What follows belongs to an exercise in optimizing a design on an open flow for small area; a production flow would make more cautious choices. The RTL was checked by simulation tests, not by an equivalence proof against the original design.

Design full_traffic_light, start of the top module:
module full_traffic_light(
input clk_27,
input reset,
input de_bug,
input left_turn_request,
input [1:0]push_button,
output reg northbound_green, northbound_amber, northbound_red,
output reg southbound_green, southbound_amber, southbound_red,
output reg [1:0] southbound_arrow,
output reg eastbound_green, eastbound_amber, eastbound_red,
output reg westbound_green, westbound_amber, westbound_red,
output reg [4:0] NBnd_D, SBnd_D, EBnd_D, WBnd_D,
output [6:1] northbound, southbound, eastbound, westbound
);
For scale: ~250 cells after synthesis, roughly 0.0030 mm^2 of cells after synthesis.
==> module full_traffic_light, before the edit <==
module full_traffic_light(
input clk_27,
input reset,
input de_bug,
input left_turn_request,
input [1:0]push_button,
output reg northbound_green, northbound_amber, northbound_red,
output reg southbound_green, southbound_amber, southbound_red,
output reg [1:0] southbound_arrow,
output reg eastbound_green, eastbound_amber, eastbound_red,
output reg westbound_green, westbound_amber, westbound_red,
output reg [4:0] NBnd_D, SBnd_D, EBnd_D, WBnd_D,
output [6:1] northbound, southbound, eastbound, westbound
);
localparam [13:0] C1_T = 14'd8524;
localparam [10:0] C10_T = 11'd1555;
localparam [12:0] C05_T = 13'd5772;
localparam [9:0] C005_T = 10'd597;
localparam C1_J = ~C1_T[8];
localparam C10_J = ~C10_T[4];
localparam C05_J = ~C05_T[3];
localparam C005_J = ~C005_T[4];
reg [13:0] c1;
reg clk1;
wire c1_end = (c1 & 14'h3F3F) == (14'd8524 & 14'h3F3F);
always @ (posedge clk_27 or negedge reset)
if (reset == 1'b0) begin
	c1 <= 14'd152;
	clk1 <= 1'b0;
end else begin
	c1 <= {c1[12:9], c1_end ? C1_J : c1[8], c1[7:0], ~(c1[13] ^ c1[0] ^ c1[2] ^ c1[3])};
	clk1 <= clk1 ^ c1_end;
end
reg [10:0] c10;
reg clk_10;
wire c10_end = (c10 & 11'h7B3) == (11'd1555 & 11'h7B3);
always @ (posedge clk_27 or negedge reset)
if (reset == 1'b0) begin
	c10 <= 11'd1030;
	clk_10 <= 1'b0;
end else begin
	c10 <= {c10[9:5], c10_end ? C10_J : c10[4], c10[3:0], ~(c10[10] ^ c10[2])};
	clk_10 <= clk_10 ^ c10_end;
end
reg [12:0] c05;
reg clk0_5;
wire c05_end = (c05 & 13'h0FDF) == (13'd5772 & 13'h0FDF);
always @ (posedge clk_27 or negedge reset)
if (reset == 1'b0) begin
	c05 <= 13'd3336;
	clk0_5 <= 1'b0;
end else begin
	c05 <= {c05[11:4], c05_end ? C05_J : c05[3], c05[2:0], c05[12] ^ c05[3]};
	clk0_5 <= clk0_5 ^ c05_end;
end
reg [9:0] c005;
reg clk0_05;
wire c005_end = (c005 & 10'h0FF) == (10'd597 & 10'h0FF);
always @ (posedge clk_27 or negedge reset)
if (reset == 1'b0) begin
	c005 <= 10'd138;
	clk0_05 <= 1'b0;
end else begin
	c005 <= {c005[8:5], c005_end ? C005_J : c005[4], c005[3:0], c005[9] ^ c005[0]};
	clk0_05 <= clk0_05 ^ c005_end;
end
wire clk = de_bug ? clk_10 : clk1;
wire clk_d = de_bug ? clk0_05 : clk0_5;
reg clk_q, clk_d_q;
always @ (posedge clk_27)
begin
	clk_q <= clk;
	clk_d_q <= clk_d;
end
wire tick = clk & ~clk_q;
wire dtick = clk_d & ~clk_d_q;
reg h, a, b;        
reg wk;             
reg walk_request;
reg [5:0] e;        
wire L60 = ~a & ~b;
wire L6  = ~a &  b;
wire L20 =  a & ~b;
wire L2  =  a &  b;
wire pend = e[0] & (L2 | (L6 & e[2]) | (e[4] & e[1] & (L20 | (L60 & e[5] & e[3]))));
wire adv = tick & pend;
wire enter60 = a & (h | (b & left_turn_request));
always @ (posedge clk_27 or negedge reset)
if (reset == 1'b0) begin
	h <= 1'b0;
	a <= 1'b0;
	b <= 1'b0;
	wk <= 1'b0;
	e <= 6'd0;
end else if (tick == 1'b1) begin
	if (pend == 1'b1) begin
		h <= h ^ (a & b);
		a <= ~a ? b : (b ? ~h & ~left_turn_request : ~h);
		b <= ~a ? (~b | h | push_button[0]) : (~b & ~h);
		wk <= walk_request;
		e <= 6'd0;
	end else
		e <= e + 6'd1;
end
always @ (posedge clk_27 or negedge reset)
if (reset == 1'b0)
	walk_request <= 1'b0;
else if (push_button[1] == 1'b0)
	walk_request <= 1'b1;
else if (adv & enter60)
	walk_request <= 1'b0;
wire ew60 = ~h & L60;             
wire ns60 =  h & L60;             
wire st2s = ~h & L20;
wire w10 = ~(e[5] | e[4] | (e[3] & (e[2] | e[1])));    
wire w30 = ~(e[5] | (e[4] & e[3] & e[2] & e[1]));      
wire ew_walk = ew60 & wk;
wire ns_walk = ns60 & wk;
always @ *
begin
	eastbound_green = ~ew60;
	westbound_green = ~ew60;
	eastbound_amber = ~(~h & L6);
	westbound_amber = ~(~h & L6);
	northbound_green = ~ns60;
	southbound_green = ~ns60;
	northbound_amber = ~(h & L6);
	southbound_amber = ~(h & (a ^ b));
	southbound_arrow = {2{~(h & L20)}};
	NBnd_D = {5{(ns_walk & w30) | st2s}};
	SBnd_D = {5{(ns_walk & w30) | st2s}};
	EBnd_D = {5{(ew_walk & w30) | st2s}};
	WBnd_D = {5{(ew_walk & w30) | st2s}};
end
reg ew_red, n_red, s_red, ns_w, ns_fd, ew_w, ew_fd;
always @ (posedge clk_27 or negedge reset)
if (reset == 1'b0) begin
	ew_red <= 1'b1;
	n_red <= 1'b0;
	s_red <= 1'b0;
	ns_w <= 1'b1;
	ns_fd <= 1'b0;
	ew_w <= 1'b1;
	ew_fd <= 1'b0;
end else if (dtick == 1'b1) begin
	ew_red <= st2s ? ~ew_red : ~h & ~a;
	n_red <= st2s ? ~n_red : h & ~a;
	s_red <= st2s ? ~s_red : h & ~(a & b);
	ns_w <= ~(ns_walk & w10);
	ns_fd <= ns_walk & (w10 | (w30 & ~ns_fd));
	ew_w <= ~(ew_walk & w10);
	ew_fd <= ew_walk & (w10 | (w30 & ~ew_fd));
end
always @ *
begin
	eastbound_red = ew_red;
	westbound_red = ew_red;
	northbound_red = n_red;
	southbound_red = s_red;
end
assign northbound = {ns_w, {5{ns_fd}}};
assign southbound = {ns_w, {5{ns_fd}}};
assign eastbound = {ew_w, {5{ew_fd}}};
assign westbound = {ew_w, {5{ew_fd}}};
endmodule
==> flow/config.mk <==
export PLATFORM = sky130hd
export DESIGN_NAME = full_traffic_light
export DESIGN_NICKNAME = full_traffic_light
export VERILOG_FILES = /design/flow/design.v
export SDC_FILE = /design/flow/constraint.sdc
export NUM_CORES = 4
export LEC_CHECK = 0
export CAP_MARGIN = 20
export CORE_MARGIN = 2
export CORE_UTILIZATION = 40
export SLEW_MARGIN = 20
==> flow/constraint.sdc <==
create_clock -name core_clock -period 10.0 [get_ports {clk_27}]
set_input_delay 2.0000 -clock core_clock [delete_from_list [all_inputs] [get_ports {clk_27}]]
set_output_delay 2.0000 -clock core_clock [all_outputs]
set_load 0.01 [all_outputs]
standard.sh (not shown) runs the stock make flow with config.mk's settings and CLKGATE_MAP_FILE= SYNTH_SCRIPT=/design/flow/synth_recipe.tcl, a recipe that flattens the netlist after the stock synthesis.
==> flow/flow/run.sh <==
#!/bin/bash
# Standard layout, with the port buffers made from the smallest buffer cell
# and a clock tree of small clock buffers without dummy loads.
set -euo pipefail
export BUFFER_PORTS_ARGS="-buffer_cell sky130_fd_sc_hd__buf_1"
export CTS_ARGS="-sink_clustering_enable -repair_clock_nets -buf_list {sky130_fd_sc_hd__clkbuf_2 sky130_fd_sc_hd__clkbuf_4} -sink_clustering_size 30 -sink_clustering_max_diameter 100 -dont_use_dummy_load"
bash standard.sh > standard.log 2>&1
Edit:
--- a/flow/design.v
+++ b/flow/design.v
@@ -131,34 +131,38 @@
 	SBnd_D = {5{(ns_walk & w30) | st2s}};
 	EBnd_D = {5{(ew_walk & w30) | st2s}};
 	WBnd_D = {5{(ew_walk & w30) | st2s}};
 end
-reg ew_red, n_red, s_red, ns_w, ns_fd, ew_w, ew_fd;
+reg ew_red, n_red, s_red, wlk, fd, side;
+wire walk = wk & L60;
+wire fd_cur = fd & (side == h);     
 always @ (posedge clk_27 or negedge reset)
 if (reset == 1'b0) begin
 	ew_red <= 1'b1;
 	n_red <= 1'b0;
 	s_red <= 1'b0;
-	ns_w <= 1'b1;
-	ns_fd <= 1'b0;
-	ew_w <= 1'b1;
-	ew_fd <= 1'b0;
+	wlk <= 1'b0;
+	fd <= 1'b0;
+	side <= 1'b0;
 end else if (dtick == 1'b1) begin
 	ew_red <= st2s ? ~ew_red : ~h & ~a;
 	n_red <= st2s ? ~n_red : h & ~a;
 	s_red <= st2s ? ~s_red : h & ~(a & b);
-	ns_w <= ~(ns_walk & w10);
-	ns_fd <= ns_walk & (w10 | (w30 & ~ns_fd));
-	ew_w <= ~(ew_walk & w10);
-	ew_fd <= ew_walk & (w10 | (w30 & ~ew_fd));
+	wlk <= walk & w10;
+	fd <= walk & (w10 | (w30 & ~fd_cur));
+	side <= h;
 end
 always @ *
 begin
 	eastbound_red = ew_red;
 	westbound_red = ew_red;
 	northbound_red = n_red;
 	southbound_red = s_red;
 end
+wire ns_w = ~(wlk & side);
+wire ew_w = ~(wlk & ~side);
+wire ns_fd = fd & side;
+wire ew_fd = fd & ~side;
 assign northbound = {ns_w, {5{ns_fd}}};
 assign southbound = {ns_w, {5{ns_fd}}};
 assign eastbound = {ew_w, {5{ew_fd}}};
 assign westbound = {ew_w, {5{ew_fd}}};
What happened:
- worst setup slack gains 200 ps
- clock skew increases by 6.5 ps
- maximum frequency increases by 4.9%
- wire length increases by 1.0%
- non-clock buffer count increases by 1
- register-to-register slack loses 40 ps
- cell area decreases by 0.53%
- sequential share of layout area decreases by 0.59 points

[what the ideal ports hide]
In the flow no input, the clock included, has a driving cell. The finished layouts below were timed again as built, in two steps.
Step 1, drivers: a clkbuf_16 drives clk_27 and a buf_2 each remaining input, both assumed.
Step 2 adds t to the input delays and takes it off the output delays; t is the mean of the earliest and latest rising clock arrival at the registers after step 1. Input paths then give back, and output paths get back, about the clock's delay inside the block.
a / b / c = no drivers / after step 1 / after step 2; a / b = the first two.
run | t (ns) | setup slack, ns | worst setup path at the end
the first run | 0.412 | 5.688 / 5.661 / 6.073 | register to output
the second run | 0.413 | 5.889 / 5.865 / 6.279 | register to output
After both steps every run listed still meets setup and hold.
